This is an optimization exercise on Yosys and OpenROAD, whose aim is small area and a short achievable clock period, not a production implementation.
Function was not checked in any run shown here: the RTL went through the layout flow alone.

## flow/design.v (module list and top-level ports; edited modules follow where they fit)
// module IIR: 1350 lines
// module IIR_fa: 4 lines
// module IIR_ha: 4 lines
module IIR
          (clk,
           reset,
           clk_enable,
           In1,
           ce_out,
           Out1);
  // ...
==> flow/flow/run.sh <==
#!/bin/bash
# Standard ORFS layout, with port buffers of a plain buffer cell and timing
# repair aimed below the clock period (the SDC is unchanged).
set -euo pipefail
bash standard.sh SETUP_SLACK_MARGIN=5.3 "BUFFER_PORTS_ARGS=-buffer_cell sky130_fd_sc_hd__buf_2" ABC_AREA=1 finish > flow_make.log 2>&1
==> flow/standard.sh <==
#!/bin/bash
# synth_recipe.tcl (not shown) runs the flow's synth.tcl, then flattens the netlist and writes it again
# the make line also repeats each setting of config.mk as NAME=value (left out here)
make -C /OpenROAD-flow-scripts/flow DESIGN_CONFIG=/design/flow/config.mk WORK_HOME=/design/flow/orfs CLKGATE_MAP_FILE= SYNTH_SCRIPT=/design/flow/synth_recipe.tcl "${@:-finish}"
==> flow/config.mk <==
export PLATFORM = sky130hd
export DESIGN_NAME = IIR
export DESIGN_NICKNAME = IIR
export VERILOG_FILES = /design/flow/design.v
export SDC_FILE = /design/flow/constraint.sdc
export NUM_CORES = 4
export LEC_CHECK = 0
export CAP_MARGIN = 20
export CORE_MARGIN = 2
export CORE_UTILIZATION = 40
export SLEW_MARGIN = 20
export SYNTH_HIERARCHICAL = 1
export SYNTH_MINIMUM_KEEP_SIZE = 0
export TNS_END_PERCENT = 0
==> flow/constraint.sdc <==
create_clock -name core_clock -period 10.0 [get_ports {clk}]
set_input_delay 2.0000 -clock core_clock [delete_from_list [all_inputs] [get_ports {clk}]]
set_output_delay 2.0000 -clock core_clock [all_outputs]
set_load 0.01 [all_outputs]
==> flow_summary.toml, run 1 <==
[clock_network]
clockBufferDepth = 2
cts_tree = "built"
htree_num_levels = 3
cts_resized = 23
cts_root_buffer = "clkbuf_16"

[sta]
finalSetupTns_ps = 0
slew_violations = 0
fin_hold_ws_ps = 473

[layout]
final_area_um2 = 14300
design.seq.count = 83
largestClassByArea = "multi-input combinational cells"
stdcell_count = 1956
drive_above_1_share_pct = 16.0

[floorplan]
tap_cells = 396
initial_core_util_pct = 40.3
ios = 36

[routing]
route.met3.wl_mm = 1.15
viasPerCell = 5.04
wl_met2_mm = 15.2
final_antenna_net_count = 0
wl_mm = 30.1

[global_route]
grt_pass1_wl_mm = 49.4
grt_max_degree = 93
globalRouteMet2Util_pct = 34.7

[yosys]
synth_top_area_share_pct = 31.1
synthTopCellsByArea = "fa_1, ha_1, dfrtp_1"
synth_compound_area_share_pct = 7.06
yosys.cell_count.top_type = "nand2_1"
yosys_register_bits = 83
synth_area_um2 = 12200
synth_top_family_by_area = "adder cells"
synth.distinct_cells = 49

[min_path]
hold_path_depth = 2

[place]
placedCellCount = 1853
hpwlAfterDp_mm = 21.2
pre_cts_ws_ps = 4670

[setup_path]
required_ps = 10200
crit_top_cell = "fa_1"
r2r_slack_ps = 5470

[status]
status = "complete, no violations"
==> run 2: changes to the inputs <==
--- a/flow/design.v
+++ b/flow/design.v
@@ -13,21 +13,23 @@
   output  ce_out;
   output  [15:0] Out1;   
   reg  [15:0] s;      
   reg  [16:0] t;      
   reg  [15:0] r;      
   reg         rnz;    
   reg  [15:0] vr;     
   reg         vn;     
-  reg  [15:0] o;      
+  reg  [15:0] vr2;    
+  reg         vn2;    
   wire [10:0] In1s = In1[15:5];
   wire [10:0] In1s_n = ~In1s;
   wire [15:0] s_n = ~s;
-  wire [15:0] vr_n = ~vr;
+  wire [15:0] vr2_n = ~vr2;
+  wire        vn2_n = ~vn2;
   wire m_s1, m_c2;
   IIR_ha um_s1 (.a(s[13]), .b(s[11]), .s(m_s1), .co(m_c2));
   wire m_s3, m_c4;
   IIR_fa um_s3 (.a(s[14]), .b(s[12]), .c(s[7]), .s(m_s3), .co(m_c4));
   wire m_s5, m_c6;
   IIR_fa um_s5 (.a(s[13]), .b(s[8]), .c(s[0]), .s(m_s5), .co(m_c6));
   wire m_s7, m_c8;
   IIR_ha um_s7 (.a(t[2]), .b(s_n[15]), .s(m_s7), .co(m_c8));
@@ -1056,302 +1058,179 @@
   wire q_o1031 = q_p895 ^ q_G1014;
   wire q_o1032 = q_p897 ^ q_G1015;
   wire q_o1033 = q_p899 ^ q_G1016;
   wire q_o1034 = q_p901 ^ q_G1017;
   wire q_o1035 = q_p903 ^ q_G1018;
   wire q_o1036 = q_p905 ^ q_G1019;
   wire q_o1037 = q_p907 ^ q_G1020;
   wire q_o1038 = q_p909 ^ q_G1021;
-  wire x_s1039, x_c1040;
-  IIR_ha ux_s1039 (.a(~vn), .b(vr_n[0]), .s(x_s1039), .co(x_c1040));
-  wire x_s1041, x_c1042;
-  IIR_ha ux_s1041 (.a(vr_n[1]), .b(q_c831), .s(x_s1041), .co(x_c1042));
-  wire x_s1043, x_c1044;
-  IIR_ha ux_s1043 (.a(vr_n[2]), .b(q_c833), .s(x_s1043), .co(x_c1044));
-  wire x_s1045, x_c1046;
-  IIR_ha ux_s1045 (.a(vr_n[3]), .b(q_c835), .s(x_s1045), .co(x_c1046));
-  wire x_s1047, x_c1048;
-  IIR_ha ux_s1047 (.a(vr_n[4]), .b(q_c837), .s(x_s1047), .co(x_c1048));
-  wire x_s1049, x_c1050;
-  IIR_ha ux_s1049 (.a(vr_n[5]), .b(q_c839), .s(x_s1049), .co(x_c1050));
-  wire x_s1051, x_c1052;
-  IIR_ha ux_s1051 (.a(vr_n[6]), .b(q_c841), .s(x_s1051), .co(x_c1052));
-  wire x_s1053, x_c1054;
-  IIR_ha ux_s1053 (.a(vr_n[7]), .b(q_c843), .s(x_s1053), .co(x_c1054));
-  wire x_s1055, x_c1056;
-  IIR_ha ux_s1055 (.a(vr_n[8]), .b(q_c845), .s(x_s1055), .co(x_c1056));
-  wire x_s1057, x_c1058;
-  IIR_ha ux_s1057 (.a(vr_n[9]), .b(q_c847), .s(x_s1057), .co(x_c1058));
-  wire x_s1059, x_c1060;
-  IIR_ha ux_s1059 (.a(vr_n[10]), .b(q_s850), .s(x_s1059), .co(x_c1060));
-  wire x_s1061, x_c1062;
-  IIR_ha ux_s1061 (.a(vr_n[11]), .b(q_c851), .s(x_s1061), .co(x_c1062));
-  wire x_s1063, x_c1064;
-  IIR_ha ux_s1063 (.a(vr_n[12]), .b(q_s854), .s(x_s1063), .co(x_c1064));
-  wire x_s1065, x_c1066;
-  IIR_ha ux_s1065 (.a(vr_n[13]), .b(q_c855), .s(x_s1065), .co(x_c1066));
-  wire x_s1067, x_c1068;
-  IIR_ha ux_s1067 (.a(s_n[13]), .b(vr_n[14]), .s(x_s1067), .co(x_c1068));
-  wire x_s1069, x_c1070;
-  IIR_fa ux_s1069 (.a(s[13]), .b(vr[15]), .c(s_n[14]), .s(x_s1069), .co(x_c1070));
-  wire x_s1071, x_c1072;
-  IIR_fa ux_s1071 (.a(s[14]), .b(s[15]), .c(s_n[15]), .s(x_s1071), .co(x_c1072));
-  wire x_s1073, x_c1074;
-  IIR_ha ux_s1073 (.a(x_s1039), .b(q_c829), .s(x_s1073), .co(x_c1074));
-  wire x_s1075, x_c1076;
-  IIR_fa ux_s1075 (.a(x_c1040), .b(q_s832), .c(x_s1041), .s(x_s1075), .co(x_c1076));
-  wire x_s1077, x_c1078;
-  IIR_fa ux_s1077 (.a(q_s834), .b(x_c1042), .c(x_s1043), .s(x_s1077), .co(x_c1078));
-  wire x_s1079, x_c1080;
-  IIR_fa ux_s1079 (.a(q_s836), .b(x_c1044), .c(x_s1045), .s(x_s1079), .co(x_c1080));
-  wire x_s1081, x_c1082;
-  IIR_fa ux_s1081 (.a(q_s838), .b(x_c1046), .c(x_s1047), .s(x_s1081), .co(x_c1082));
-  wire x_s1083, x_c1084;
-  IIR_fa ux_s1083 (.a(q_s840), .b(x_c1048), .c(x_s1049), .s(x_s1083), .co(x_c1084));
-  wire x_s1085, x_c1086;
-  IIR_fa ux_s1085 (.a(q_s842), .b(x_c1050), .c(x_s1051), .s(x_s1085), .co(x_c1086));
-  wire x_s1087, x_c1088;
-  IIR_fa ux_s1087 (.a(q_s844), .b(x_c1052), .c(x_s1053), .s(x_s1087), .co(x_c1088));
-  wire x_s1089, x_c1090;
-  IIR_fa ux_s1089 (.a(q_s846), .b(x_c1054), .c(x_s1055), .s(x_s1089), .co(x_c1090));
-  wire x_s1091, x_c1092;
-  IIR_fa ux_s1091 (.a(q_s848), .b(x_c1056), .c(x_s1057), .s(x_s1091), .co(x_c1092));
-  wire x_s1093, x_c1094;
-  IIR_fa ux_s1093 (.a(q_c849), .b(x_s1059), .c(x_c1058), .s(x_s1093), .co(x_c1094));
-  wire x_s1095, x_c1096;
-  IIR_fa ux_s1095 (.a(q_s852), .b(x_c1060), .c(x_s1061), .s(x_s1095), .co(x_c1096));
-  wire x_s1097, x_c1098;
-  IIR_fa ux_s1097 (.a(x_s1063), .b(q_c853), .c(x_c1062), .s(x_s1097), .co(x_c1098));
-  wire x_s1099, x_c1100;
-  IIR_fa ux_s1099 (.a(q_s856), .b(x_c1064), .c(x_s1065), .s(x_s1099), .co(x_c1100));
-  wire x_s1101, x_c1102;
-  IIR_fa ux_s1101 (.a(x_s1067), .b(q_c857), .c(x_c1066), .s(x_s1101), .co(x_c1102));
-  wire x_s1103 = ~(x_c1068 ^ x_s1069);
-  wire x_c1104 = x_c1068 | x_s1069;
-  wire x_s1105 = ~(x_c1070 ^ x_s1071);
-  wire x_c1106 = x_c1070 | x_s1071;
-  wire x_g1107 = q_s810 & 1'b1;
-  wire x_p1108 = q_s810 | 1'b1;
-  wire x_g1109 = q_c811 & q_s812;
-  wire x_p1110 = q_c811 | q_s812;
-  wire x_g1111 = q_c813 & q_s814;
-  wire x_p1112 = q_c813 | q_s814;
-  wire x_g1113 = q_c815 & q_s816;
-  wire x_p1114 = q_c815 | q_s816;
-  wire x_g1115 = q_c817 & q_s818;
-  wire x_p1116 = q_c817 | q_s818;
-  wire x_g1117 = q_c819 & q_s820;
-  wire x_p1118 = q_c819 | q_s820;
-  wire x_g1119 = q_c821 & q_s822;
-  wire x_p1120 = q_c821 | q_s822;
-  wire x_g1121 = q_c823 & q_s824;
-  wire x_p1122 = q_c823 | q_s824;
-  wire x_g1123 = q_c825 & q_s826;
-  wire x_p1124 = q_c825 | q_s826;
-  wire x_g1125 = q_c827 & q_s828;
-  wire x_p1126 = q_c827 | q_s828;
-  wire x_g1127 = x_s1073 & q_s830;
-  wire x_p1128 = x_s1073 | q_s830;
-  wire x_g1129 = x_c1074 & x_s1075;
-  wire x_p1130 = x_c1074 ^ x_s1075;
-  wire x_g1131 = x_c1076 & x_s1077;
-  wire x_p1132 = x_c1076 ^ x_s1077;
-  wire x_g1133 = x_c1078 & x_s1079;
-  wire x_p1134 = x_c1078 ^ x_s1079;
-  wire x_g1135 = x_c1080 & x_s1081;
-  wire x_p1136 = x_c1080 ^ x_s1081;
-  wire x_g1137 = x_c1082 & x_s1083;
-  wire x_p1138 = x_c1082 ^ x_s1083;
-  wire x_g1139 = x_c1084 & x_s1085;
-  wire x_p1140 = x_c1084 ^ x_s1085;
-  wire x_g1141 = x_c1086 & x_s1087;
-  wire x_p1142 = x_c1086 ^ x_s1087;
-  wire x_g1143 = x_c1088 & x_s1089;
-  wire x_p1144 = x_c1088 ^ x_s1089;
-  wire x_g1145 = x_c1090 & x_s1091;
-  wire x_p1146 = x_c1090 ^ x_s1091;
-  wire x_g1147 = x_c1092 & x_s1093;
-  wire x_p1148 = x_c1092 ^ x_s1093;
-  wire x_g1149 = x_c1094 & x_s1095;
-  wire x_p1150 = x_c1094 ^ x_s1095;
-  wire x_g1151 = x_c1096 & x_s1097;
-  wire x_p1152 = x_c1096 ^ x_s1097;
-  wire x_g1153 = x_c1098 & x_s1099;
-  wire x_p1154 = x_c1098 ^ x_s1099;
-  wire x_g1155 = x_c1100 & x_s1101;
-  wire x_p1156 = x_c1100 ^ x_s1101;
-  wire x_g1157 = x_c1102 & x_s1103;
-  wire x_p1158 = x_c1102 ^ x_s1103;
-  wire x_g1159 = x_c1104 & x_s1105;
-  wire x_p1160 = x_c1104 ^ x_s1105;
-  wire x_G1161 = 1'b0 | (1'b0 & 1'b0);
-  wire x_G1162 = 1'b0 | (s[1] & 1'b0);
-  wire x_P1163 = s[1] & s[0];
-  wire x_G1164 = x_g1109 | (x_p1110 & x_g1107);
-  wire x_P1165 = x_p1110 & x_p1108;
-  wire x_G1166 = x_g1113 | (x_p1114 & x_g1111);
-  wire x_P1167 = x_p1114 & x_p1112;
-  wire x_G1168 = x_g1117 | (x_p1118 & x_g1115);
-  wire x_P1169 = x_p1118 & x_p1116;
-  wire x_G1170 = x_g1121 | (x_p1122 & x_g1119);
-  wire x_P1171 = x_p1122 & x_p1120;
-  wire x_G1172 = x_g1125 | (x_p1126 & x_g1123);
-  wire x_P1173 = x_p1126 & x_p1124;
-  wire x_G1174 = x_g1129 | (x_p1130 & x_g1127);
-  wire x_P1175 = x_p1130 & x_p1128;
-  wire x_G1176 = x_g1133 | (x_p1134 & x_g1131);
-  wire x_P1177 = x_p1134 & x_p1132;
-  wire x_G1178 = x_g1137 | (x_p1138 & x_g1135);
-  wire x_P1179 = x_p1138 & x_p1136;
-  wire x_G1180 = x_g1141 | (x_p1142 & x_g1139);
-  wire x_P1181 = x_p1142 & x_p1140;
-  wire x_G1182 = x_g1145 | (x_p1146 & x_g1143);
-  wire x_P1183 = x_p1146 & x_p1144;
-  wire x_G1184 = x_g1149 | (x_p1150 & x_g1147);
-  wire x_P1185 = x_p1150 & x_p1148;
-  wire x_G1186 = x_g1153 | (x_p1154 & x_g1151);
-  wire x_P1187 = x_p1154 & x_p1152;
-  wire x_G1188 = x_g1157 | (x_p1158 & x_g1155);
-  wire x_P1189 = x_p1158 & x_p1156;
-  wire x_G1190 = 1'b0 | (s[0] & x_G1161);
-  wire x_G1191 = x_G1162 | (x_P1163 & x_G1161);
-  wire x_G1192 = x_g1111 | (x_p1112 & x_G1164);
-  wire x_P1193 = x_p1112 & x_P1165;
-  wire x_G1194 = x_G1166 | (x_P1167 & x_G1164);
-  wire x_P1195 = x_P1167 & x_P1165;
-  wire x_G1196 = x_g1119 | (x_p1120 & x_G1168);
-  wire x_P1197 = x_p1120 & x_P1169;
-  wire x_G1198 = x_G1170 | (x_P1171 & x_G1168);
-  wire x_P1199 = x_P1171 & x_P1169;
-  wire x_G1200 = x_g1127 | (x_p1128 & x_G1172);
-  wire x_P1201 = x_p1128 & x_P1173;
-  wire x_G1202 = x_G1174 | (x_P1175 & x_G1172);
-  wire x_P1203 = x_P1175 & x_P1173;
-  wire x_G1204 = x_g1135 | (x_p1136 & x_G1176);
-  wire x_P1205 = x_p1136 & x_P1177;
-  wire x_G1206 = x_G1178 | (x_P1179 & x_G1176);
-  wire x_P1207 = x_P1179 & x_P1177;
-  wire x_G1208 = x_g1143 | (x_p1144 & x_G1180);
-  wire x_P1209 = x_p1144 & x_P1181;
-  wire x_G1210 = x_G1182 | (x_P1183 & x_G1180);
-  wire x_P1211 = x_P1183 & x_P1181;
-  wire x_G1212 = x_g1151 | (x_p1152 & x_G1184);
-  wire x_P1213 = x_p1152 & x_P1185;
-  wire x_G1214 = x_G1186 | (x_P1187 & x_G1184);
-  wire x_P1215 = x_P1187 & x_P1185;
-  wire x_G1216 = x_g1159 | (x_p1160 & x_G1188);
-  wire x_P1217 = x_p1160 & x_P1189;
-  wire x_G1218 = x_g1107 | (x_p1108 & x_G1191);
-  wire x_G1219 = x_G1164 | (x_P1165 & x_G1191);
-  wire x_G1220 = x_G1192 | (x_P1193 & x_G1191);
-  wire x_G1221 = x_G1194 | (x_P1195 & x_G1191);
-  wire x_G1222 = x_g1123 | (x_p1124 & x_G1198);
-  wire x_P1223 = x_p1124 & x_P1199;
-  wire x_G1224 = x_G1172 | (x_P1173 & x_G1198);
-  wire x_P1225 = x_P1173 & x_P1199;
-  wire x_G1226 = x_G1200 | (x_P1201 & x_G1198);
-  wire x_P1227 = x_P1201 & x_P1199;
-  wire x_G1228 = x_G1202 | (x_P1203 & x_G1198);
-  wire x_P1229 = x_P1203 & x_P1199;
-  wire x_G1230 = x_g1139 | (x_p1140 & x_G1206);
-  wire x_P1231 = x_p1140 & x_P1207;
-  wire x_G1232 = x_G1180 | (x_P1181 & x_G1206);
-  wire x_P1233 = x_P1181 & x_P1207;
-  wire x_G1234 = x_G1208 | (x_P1209 & x_G1206);
-  wire x_P1235 = x_P1209 & x_P1207;
-  wire x_G1236 = x_G1210 | (x_P1211 & x_G1206);
-  wire x_P1237 = x_P1211 & x_P1207;
-  wire x_G1238 = x_g1155 | (x_p1156 & x_G1214);
-  wire x_P1239 = x_p1156 & x_P1215;
-  wire x_G1240 = x_G1188 | (x_P1189 & x_G1214);
-  wire x_P1241 = x_P1189 & x_P1215;
-  wire x_G1242 = x_G1216 | (x_P1217 & x_G1214);
-  wire x_P1243 = x_P1217 & x_P1215;
-  wire x_G1244 = x_g1115 | (x_p1116 & x_G1221);
-  wire x_G1245 = x_G1168 | (x_P1169 & x_G1221);
-  wire x_G1246 = x_G1196 | (x_P1197 & x_G1221);
-  wire x_G1247 = x_G1198 | (x_P1199 & x_G1221);
-  wire x_G1248 = x_G1222 | (x_P1223 & x_G1221);
-  wire x_G1249 = x_G1224 | (x_P1225 & x_G1221);
-  wire x_G1250 = x_G1226 | (x_P1227 & x_G1221);
-  wire x_G1251 = x_G1228 | (x_P1229 & x_G1221);
-  wire x_G1252 = x_g1147 | (x_p1148 & x_G1236);
-  wire x_P1253 = x_p1148 & x_P1237;
-  wire x_G1254 = x_G1184 | (x_P1185 & x_G1236);
-  wire x_P1255 = x_P1185 & x_P1237;
-  wire x_G1256 = x_G1212 | (x_P1213 & x_G1236);
-  wire x_P1257 = x_P1213 & x_P1237;
-  wire x_G1258 = x_G1214 | (x_P1215 & x_G1236);
-  wire x_P1259 = x_P1215 & x_P1237;
-  wire x_G1260 = x_G1238 | (x_P1239 & x_G1236);
-  wire x_P1261 = x_P1239 & x_P1237;
-  wire x_G1262 = x_G1240 | (x_P1241 & x_G1236);
-  wire x_P1263 = x_P1241 & x_P1237;
-  wire x_G1264 = x_G1242 | (x_P1243 & x_G1236);
-  wire x_P1265 = x_P1243 & x_P1237;
-  wire x_G1266 = x_g1131 | (x_p1132 & x_G1251);
-  wire x_G1267 = x_G1176 | (x_P1177 & x_G1251);
-  wire x_G1268 = x_G1204 | (x_P1205 & x_G1251);
-  wire x_G1269 = x_G1206 | (x_P1207 & x_G1251);
-  wire x_G1270 = x_G1230 | (x_P1231 & x_G1251);
-  wire x_G1271 = x_G1232 | (x_P1233 & x_G1251);
-  wire x_G1272 = x_G1234 | (x_P1235 & x_G1251);
-  wire x_G1273 = x_G1236 | (x_P1237 & x_G1251);
-  wire x_G1274 = x_G1252 | (x_P1253 & x_G1251);
-  wire x_G1275 = x_G1254 | (x_P1255 & x_G1251);
-  wire x_G1276 = x_G1256 | (x_P1257 & x_G1251);
-  wire x_G1277 = x_G1258 | (x_P1259 & x_G1251);
-  wire x_G1278 = x_G1260 | (x_P1261 & x_G1251);
-  wire x_G1279 = x_G1262 | (x_P1263 & x_G1251);
-  wire x_G1280 = x_G1264 | (x_P1265 & x_G1251);
-  wire x_o1281 = x_p1130 ^ x_G1250;
-  wire x_o1282 = x_p1132 ^ x_G1251;
-  wire x_o1283 = x_p1134 ^ x_G1266;
-  wire x_o1284 = x_p1136 ^ x_G1267;
-  wire x_o1285 = x_p1138 ^ x_G1268;
-  wire x_o1286 = x_p1140 ^ x_G1269;
-  wire x_o1287 = x_p1142 ^ x_G1270;
-  wire x_o1288 = x_p1144 ^ x_G1271;
-  wire x_o1289 = x_p1146 ^ x_G1272;
-  wire x_o1290 = x_p1148 ^ x_G1273;
-  wire x_o1291 = x_p1150 ^ x_G1274;
-  wire x_o1292 = x_p1152 ^ x_G1275;
-  wire x_o1293 = x_p1154 ^ x_G1276;
-  wire x_o1294 = x_p1156 ^ x_G1277;
-  wire x_o1295 = x_p1158 ^ x_G1278;
-  wire x_o1296 = x_p1160 ^ x_G1279;
+  wire y_s1039, y_c1040;
+  IIR_ha uy_s1039 (.a(r[0]), .b(vr2_n[0]), .s(y_s1039), .co(y_c1040));
+  wire y_s1041, y_c1042;
+  IIR_ha uy_s1041 (.a(r[1]), .b(vr2_n[1]), .s(y_s1041), .co(y_c1042));
+  wire y_s1043, y_c1044;
+  IIR_ha uy_s1043 (.a(r[2]), .b(vr2_n[2]), .s(y_s1043), .co(y_c1044));
+  wire y_s1045, y_c1046;
+  IIR_ha uy_s1045 (.a(r[3]), .b(vr2_n[3]), .s(y_s1045), .co(y_c1046));
+  wire y_s1047, y_c1048;
+  IIR_ha uy_s1047 (.a(r[4]), .b(vr2_n[4]), .s(y_s1047), .co(y_c1048));
+  wire y_s1049, y_c1050;
+  IIR_ha uy_s1049 (.a(r[5]), .b(vr2_n[5]), .s(y_s1049), .co(y_c1050));
+  wire y_s1051, y_c1052;
+  IIR_ha uy_s1051 (.a(r[6]), .b(vr2_n[6]), .s(y_s1051), .co(y_c1052));
+  wire y_s1053, y_c1054;
+  IIR_ha uy_s1053 (.a(r[7]), .b(vr2_n[7]), .s(y_s1053), .co(y_c1054));
+  wire y_s1055, y_c1056;
+  IIR_ha uy_s1055 (.a(r[8]), .b(vr2_n[8]), .s(y_s1055), .co(y_c1056));
+  wire y_s1057, y_c1058;
+  IIR_ha uy_s1057 (.a(r[9]), .b(vr2_n[9]), .s(y_s1057), .co(y_c1058));
+  wire y_s1059, y_c1060;
+  IIR_ha uy_s1059 (.a(r[10]), .b(vr2_n[10]), .s(y_s1059), .co(y_c1060));
+  wire y_s1061, y_c1062;
+  IIR_ha uy_s1061 (.a(r[11]), .b(vr2_n[11]), .s(y_s1061), .co(y_c1062));
+  wire y_s1063, y_c1064;
+  IIR_ha uy_s1063 (.a(r[12]), .b(vr2_n[12]), .s(y_s1063), .co(y_c1064));
+  wire y_s1065, y_c1066;
+  IIR_ha uy_s1065 (.a(r[13]), .b(vr2_n[13]), .s(y_s1065), .co(y_c1066));
+  wire y_s1067, y_c1068;
+  IIR_ha uy_s1067 (.a(r[14]), .b(vr2_n[14]), .s(y_s1067), .co(y_c1068));
+  wire y_s1069, y_c1070;
+  IIR_ha uy_s1069 (.a(r[15]), .b(vr2_n[15]), .s(y_s1069), .co(y_c1070));
+  wire y_s1071, y_c1072;
+  IIR_ha uy_s1071 (.a(r[15]), .b(vr2_n[15]), .s(y_s1071), .co(y_c1072));
+  wire y_g1073 = y_s1039 & vn2_n;
+  wire y_p1074 = y_s1039 | vn2_n;
+  wire y_g1075 = y_c1040 & y_s1041;
+  wire y_p1076 = y_c1040 ^ y_s1041;
+  wire y_g1077 = y_c1042 & y_s1043;
+  wire y_p1078 = y_c1042 ^ y_s1043;
+  wire y_g1079 = y_c1044 & y_s1045;
+  wire y_p1080 = y_c1044 ^ y_s1045;
+  wire y_g1081 = y_c1046 & y_s1047;
+  wire y_p1082 = y_c1046 ^ y_s1047;
+  wire y_g1083 = y_c1048 & y_s1049;
+  wire y_p1084 = y_c1048 ^ y_s1049;
+  wire y_g1085 = y_c1050 & y_s1051;
+  wire y_p1086 = y_c1050 ^ y_s1051;
+  wire y_g1087 = y_c1052 & y_s1053;
+  wire y_p1088 = y_c1052 ^ y_s1053;
+  wire y_g1089 = y_c1054 & y_s1055;
+  wire y_p1090 = y_c1054 ^ y_s1055;
+  wire y_g1091 = y_c1056 & y_s1057;
+  wire y_p1092 = y_c1056 ^ y_s1057;
+  wire y_g1093 = y_c1058 & y_s1059;
+  wire y_p1094 = y_c1058 ^ y_s1059;
+  wire y_g1095 = y_c1060 & y_s1061;
+  wire y_p1096 = y_c1060 ^ y_s1061;
+  wire y_g1097 = y_c1062 & y_s1063;
+  wire y_p1098 = y_c1062 ^ y_s1063;
+  wire y_g1099 = y_c1064 & y_s1065;
+  wire y_p1100 = y_c1064 ^ y_s1065;
+  wire y_g1101 = y_c1066 & y_s1067;
+  wire y_p1102 = y_c1066 ^ y_s1067;
+  wire y_g1103 = y_c1068 & y_s1069;
+  wire y_p1104 = y_c1068 ^ y_s1069;
+  wire y_g1105 = y_c1070 & y_s1071;
+  wire y_p1106 = y_c1070 ^ y_s1071;
+  wire y_G1107 = y_g1075 | (y_p1076 & y_g1073);
+  wire y_G1108 = y_g1079 | (y_p1080 & y_g1077);
+  wire y_P1109 = y_p1080 & y_p1078;
+  wire y_G1110 = y_g1083 | (y_p1084 & y_g1081);
+  wire y_P1111 = y_p1084 & y_p1082;
+  wire y_G1112 = y_g1087 | (y_p1088 & y_g1085);
+  wire y_P1113 = y_p1088 & y_p1086;
+  wire y_G1114 = y_g1091 | (y_p1092 & y_g1089);
+  wire y_P1115 = y_p1092 & y_p1090;
+  wire y_G1116 = y_g1095 | (y_p1096 & y_g1093);
+  wire y_P1117 = y_p1096 & y_p1094;
+  wire y_G1118 = y_g1099 | (y_p1100 & y_g1097);
+  wire y_P1119 = y_p1100 & y_p1098;
+  wire y_G1120 = y_g1103 | (y_p1104 & y_g1101);
+  wire y_P1121 = y_p1104 & y_p1102;
+  wire y_G1122 = y_g1077 | (y_p1078 & y_G1107);
+  wire y_G1123 = y_G1108 | (y_P1109 & y_G1107);
+  wire y_G1124 = y_g1085 | (y_p1086 & y_G1110);
+  wire y_P1125 = y_p1086 & y_P1111;
+  wire y_G1126 = y_G1112 | (y_P1113 & y_G1110);
+  wire y_P1127 = y_P1113 & y_P1111;
+  wire y_G1128 = y_g1093 | (y_p1094 & y_G1114);
+  wire y_P1129 = y_p1094 & y_P1115;
+  wire y_G1130 = y_G1116 | (y_P1117 & y_G1114);
+  wire y_P1131 = y_P1117 & y_P1115;
+  wire y_G1132 = y_g1101 | (y_p1102 & y_G1118);
+  wire y_P1133 = y_p1102 & y_P1119;
+  wire y_G1134 = y_G1120 | (y_P1121 & y_G1118);
+  wire y_P1135 = y_P1121 & y_P1119;
+  wire y_G1136 = y_g1081 | (y_p1082 & y_G1123);
+  wire y_G1137 = y_G1110 | (y_P1111 & y_G1123);
+  wire y_G1138 = y_G1124 | (y_P1125 & y_G1123);
+  wire y_G1139 = y_G1126 | (y_P1127 & y_G1123);
+  wire y_G1140 = y_g1097 | (y_p1098 & y_G1130);
+  wire y_P1141 = y_p1098 & y_P1131;
+  wire y_G1142 = y_G1118 | (y_P1119 & y_G1130);
+  wire y_P1143 = y_P1119 & y_P1131;
+  wire y_G1144 = y_G1132 | (y_P1133 & y_G1130);
+  wire y_P1145 = y_P1133 & y_P1131;
+  wire y_G1146 = y_G1134 | (y_P1135 & y_G1130);
+  wire y_P1147 = y_P1135 & y_P1131;
+  wire y_G1148 = y_g1089 | (y_p1090 & y_G1139);
+  wire y_G1149 = y_G1114 | (y_P1115 & y_G1139);
+  wire y_G1150 = y_G1128 | (y_P1129 & y_G1139);
+  wire y_G1151 = y_G1130 | (y_P1131 & y_G1139);
+  wire y_G1152 = y_G1140 | (y_P1141 & y_G1139);
+  wire y_G1153 = y_G1142 | (y_P1143 & y_G1139);
+  wire y_G1154 = y_G1144 | (y_P1145 & y_G1139);
+  wire y_G1155 = y_G1146 | (y_P1147 & y_G1139);
+  wire y_G1156 = y_g1105 | (y_p1106 & y_G1155);
+  wire y_o1157 = y_p1076 ^ y_g1073;
+  wire y_o1158 = y_p1078 ^ y_G1107;
+  wire y_o1159 = y_p1080 ^ y_G1122;
+  wire y_o1160 = y_p1082 ^ y_G1123;
+  wire y_o1161 = y_p1084 ^ y_G1136;
+  wire y_o1162 = y_p1086 ^ y_G1137;
+  wire y_o1163 = y_p1088 ^ y_G1138;
+  wire y_o1164 = y_p1090 ^ y_G1139;
+  wire y_o1165 = y_p1092 ^ y_G1148;
+  wire y_o1166 = y_p1094 ^ y_G1149;
+  wire y_o1167 = y_p1096 ^ y_G1150;
+  wire y_o1168 = y_p1098 ^ y_G1151;
+  wire y_o1169 = y_p1100 ^ y_G1152;
+  wire y_o1170 = y_p1102 ^ y_G1153;
+  wire y_o1171 = y_p1104 ^ y_G1154;
+  wire y_o1172 = y_p1106 ^ y_G1155;
   wire [15:0] s_next = {m_o395 ^ tk, m_o394, m_o393, m_o392, m_o391, m_o390, m_o389, m_o388, m_o387, m_o386, m_o385, m_o384, m_o383, m_o382, m_o381, m_o380};
   wire [16:0] t_next = {n_o725, n_o724, n_o723, n_o722, n_o721, n_o720, n_o719, n_o718, n_o717, n_o716, n_o715, n_o714, n_o713, n_o712, n_o711, n_o710, n_o709};
   wire [15:0] tn = t[16:1] - 16'd46775;
   wire        tk = tn[15] ^ (tn[14] & (t[0] | (t[14:1] != 14'd14007)));
   wire [15:0] w = {q_o1038, q_o1037, q_o1036, q_o1035, q_o1034, q_o1033, q_o1032, q_o1031, q_o1030, q_o1029, q_o1028, q_o1027, q_o1026, q_o1025, q_o1024, q_o1023};
-  wire [15:0] o_next = {x_o1296 ^ q_o1038, x_o1295, x_o1294, x_o1293, x_o1292, x_o1291, x_o1290, x_o1289, x_o1288, x_o1287, x_o1286, x_o1285, x_o1284, x_o1283, x_o1282, x_o1281};
+  assign Out1 = {y_o1172, y_o1171, y_o1170, y_o1169, y_o1168, y_o1167, y_o1166, y_o1165, y_o1164, y_o1163, y_o1162, y_o1161, y_o1160, y_o1159, y_o1158, y_o1157};
   always @(posedge clk or posedge reset)
     begin
       if (reset == 1'b1) begin
         s   <= 16'h0000;
         t   <= 17'h16D6E;
         r   <= 16'h0000;
         rnz <= 1'b0;
         vr  <= 16'h0000;
         vn  <= 1'b0;
-        o   <= 16'h0000;
+        vr2 <= 16'h0000;
+        vn2 <= 1'b0;
       end
       else if (clk_enable) begin
         s   <= s_next;
         t   <= t_next;
         r   <= w;
         rnz <= |s[11:0];
         vr  <= r;
         vn  <= rnz;
-        o   <= o_next;
+        vr2 <= vr;
+        vn2 <= vn;
       end
     end
-  assign Out1 = o;
   assign ce_out = clk_enable;
 endmodule   
 module IIR_fa(input a, input b, input c, output s, output co);
   assign s = a ^ b ^ c;
   assign co = (a & b) | (a & c) | (b & c);
 endmodule
 module IIR_ha(input a, input b, output s, output co);
   assign s = a ^ b;
==> flow/flow/run.sh (replaced) <==
#!/bin/bash
# Standard ORFS layout, with port buffers of a plain buffer cell and timing
# repair aimed below the clock period (the SDC is unchanged).
set -euo pipefail
bash standard.sh SETUP_SLACK_MARGIN=5.5 "BUFFER_PORTS_ARGS=-buffer_cell sky130_fd_sc_hd__buf_2" ABC_AREA=1 finish > flow_make.log 2>&1
==> flow_summary.toml, run 2 <==
[status]
status = "complete, no violations"

[layout]
final_common_cell = "nand2_1"
stdcell_count = 1840
utilization_pct = 45.5
top_register = "t"
final_cell_mix = "nand2_1, inv_1, fa_1, ha_1, nand3_1"
diodes = 0
drive_above_1_share_pct = 14.1
area_growth_pct = 12.6
filler_cell_count = 2867
largest_reg_flops = 17
fin_nets = 1785
final_area_um2 = 13400

[yosys]
synth-seq-area-share_pct = 17.8
synthTopCellsByArea = "fa_1, dfrtp_1, ha_1"
synth_area_um2 = 11900
synth.distinct_cells = 47
syn_nets = 1716
ys_warn_count = 7
async_flop_share_pct = 100
yosys.cell_count.top_type = "nand2_1"
synth_cells = 1376
synth-edff-count = 0
ys.flop_type = "dfrtp_1"
synth_top_cells_by_count = "nand2_1, inv_1, fa_1"
syn_area_per_cell_um2 = 8.63
yosysTopAreaCell = "fa_1"
yosys_register_bits = 84
synth_top_area_share_pct = 29.8

[sta]
post-route-period-util_pct = 45.9
finClkSkew_ps = 17.2
period_minus_slack_ps = 4590
grt_setup_unrepaired = "yes"
slew_violations = 0
worstMarginPinSlew_ps = 753
hold_violations = 0
relSlewSlack_pct = 49.8
setup_violations = 0
finalSetupTns_ps = 0
max_freq_ghz = 0.218

[place]
numPortBuffers = 30
place_area_um2 = 12400
hpwlAfterDp_mm = 19.5
placedCellCount = 1775
gp_congestion = 0.804

[routing]
post_drt_wl_per_cell_um = 15.5
viasPerCell = 5.02
route.detailed.drc = 0
drtPass1Iterations = 5
wl_mm = 28.4
via_count = 9233
first_iter_violations = 555
final_antenna_net_count = 0

[floorplan]
die_area_um2 = 31100
core_area_um2 = 29400
dieHeight_um = 176
rows = 63
ios = 36
die_w_um = 176
initial_core_util_pct = 40.4

[global_route]
use_met1_pct = 26.0
grt_overflow = 0
grt_pass1_wl_mm = 47.4
grt_util_all_layers_pct = 19.6
busiest_layer = "met2"
met3_usage_pct = 2.82
grt_pass1_vias = 9329
globalRouteMet2Util_pct = 33.6
grt_antenna_before_repair = 0
grt_max_degree = 53

[clock_network]
cts_buffers = 9
htree_num_levels = 3
clkTransAtPathRegs_ps = 70
clock_latency_ps = 360
cts_root_buffer = "clkbuf_16"
cts_num_sinks = 84
clockBufferDepth = 2
cts_tree = "built"

[setup_path]
required_ps = 8000
crit_fanout = 4
cp-start-kind = "flop"
worstSetupEndpointType = "output port"
path_class = "flop to output port"
cp.arrival_ps = 2590

[min_path]
worstHoldPathType = "flop to flop"

[run]
drv_cap = 0
-- run 2: changes by cell type after synthesis, moves of 6 or more --
| cell | delta |
|---|---|
| buf_4 | +16 |
| fa_1 | -13 |
| inv_1 | -26 |
| nand2_1 | -16 |
| nand2_2 | +16 |
| nand3_1 | -35 |
| nor2_1 | +6 |
| xnor2_1 | +7 |
-- run 2: path summary, 6_finish.rpt --
check	cells past startpoint	start	endpoint	slack (ps)
worst max-delay path	10	r[1]	Out1[7]	5410
worst min-delay path	2	vr[8]	vr[8]	470
worst max register to register	18	s[11]	s[15]	5540
worst min register to register	2	vr[8]	vr[8]	470
max in group asynchronous	3	reset	s[8]	7100
min in group asynchronous	2	reset	r[3]	1730
-- run 2: what timing repair did --
action / 4_1_cts / 5_1_grt
buffers inserted: 29 / 19
hold buffers: 0 / 0
setup endpoints to repair: 51 / 26
gates cloned: 1 / 0
gates resized for setup: 34 / 21
pin swaps: 7 / 8
-- run 2: stage by stage --
| step | hold slack [ps] | setup WS, ps |
|---|---|---|
| detailed placement | 458 | 4780 |
| global route | 492 | 5310 |
| finish | 471 | 5410 |
| floorplan | 442 | 5510 |
| global placement | 454 | 4850 |
| CTS | 474 | 5340 |
-- run 2: metal layers --
| layer | wire [um] | part of all wire (%) | up-vias |
|---|---|---|---|
| met4 | 438 | 1.5 | 0 |
| met2 | 13900 | 49 | 174 |
| met3 | 1210 | 4.2 | 27 |
| li1 | - | - | 4478 |
| met5 | 0 | 0 | - |
| met1 | 12900 | 45 | 4554 |
-- run 2: kinds of logic after synthesis --
logic type	Yosys count	synth area share, %
AOI/OAI and AO/OA	140	6.70
and+or+nand+nor	575	20.7
buffers and inverters	235	8.22
DFF	84	17.8
adders and majority gates	322	45.1
xor gates and xnor gates	20	1.48
-- run 2: critical path: stages (launching register included) --
cell and delay [ps]:
dfrtp_1 390, ha_1 280, inv_1 50, fa_2 370, o21ai_2 190, nand3_2 90
nand2_2 110, nand3_2 90, nand2_4 110, fa_1 410, buf_2 150
-- run 2: layout make-up --
type	instances	area, um^2	share of cell area (%)
multi-input cells	1057	8870	66.4
flip-flops and latches	84	2140	16.0
inverters	198	793	5.94
repair buffers	95	757	5.66
well taps	390	488	3.65
clock buffers	10	239	1.79
clock inverters	6	72.6	0.543
-- run 2: Yosys stat by module, one instance, submodules excluded --
module	cells inside	times used	cell area [um^2]	flip-flops and latches
IIR_fa	1	170	20.0	0
IIR_ha	1	66	12.5	0
IIR	1140	1	7640	84

## afterwards: timing with drivers on the ports
In the flow no input, the clock included, has a driving cell. The finished layouts below were timed again as built, in two steps. Step 1 (the two cells are an assumption about what drives the block):
set clk [get_ports {clk}]
set_driving_cell -lib_cell sky130_fd_sc_hd__clkbuf_16 $clk
set_driving_cell -lib_cell sky130_fd_sc_hd__buf_2 [delete_from_list [all_inputs] $clk]
Step 2 moves the port delays by t, midway between the first and last clock arrival at a register: inputs arrive t later, outputs are due t later. That takes back most of the time a late clock gives input paths. a / b / c = no drivers / after step 1 / after step 2; a / b = the first two.
run	t (ns)	setup WS [ns]	clock arrival spread, ns	slew at the worst register clock pin (ns)	worst data-port slew with drivers (ns)
run 1	0.398	5.469 / 5.469 / 5.469	0.013 / 0.014	0.08 / 0.08	0.03
run 2	0.402	5.414 / 5.366 / 5.426	0.018 / 0.018	0.08 / 0.08	0.04
After both steps setup and hold are still met in every run listed.
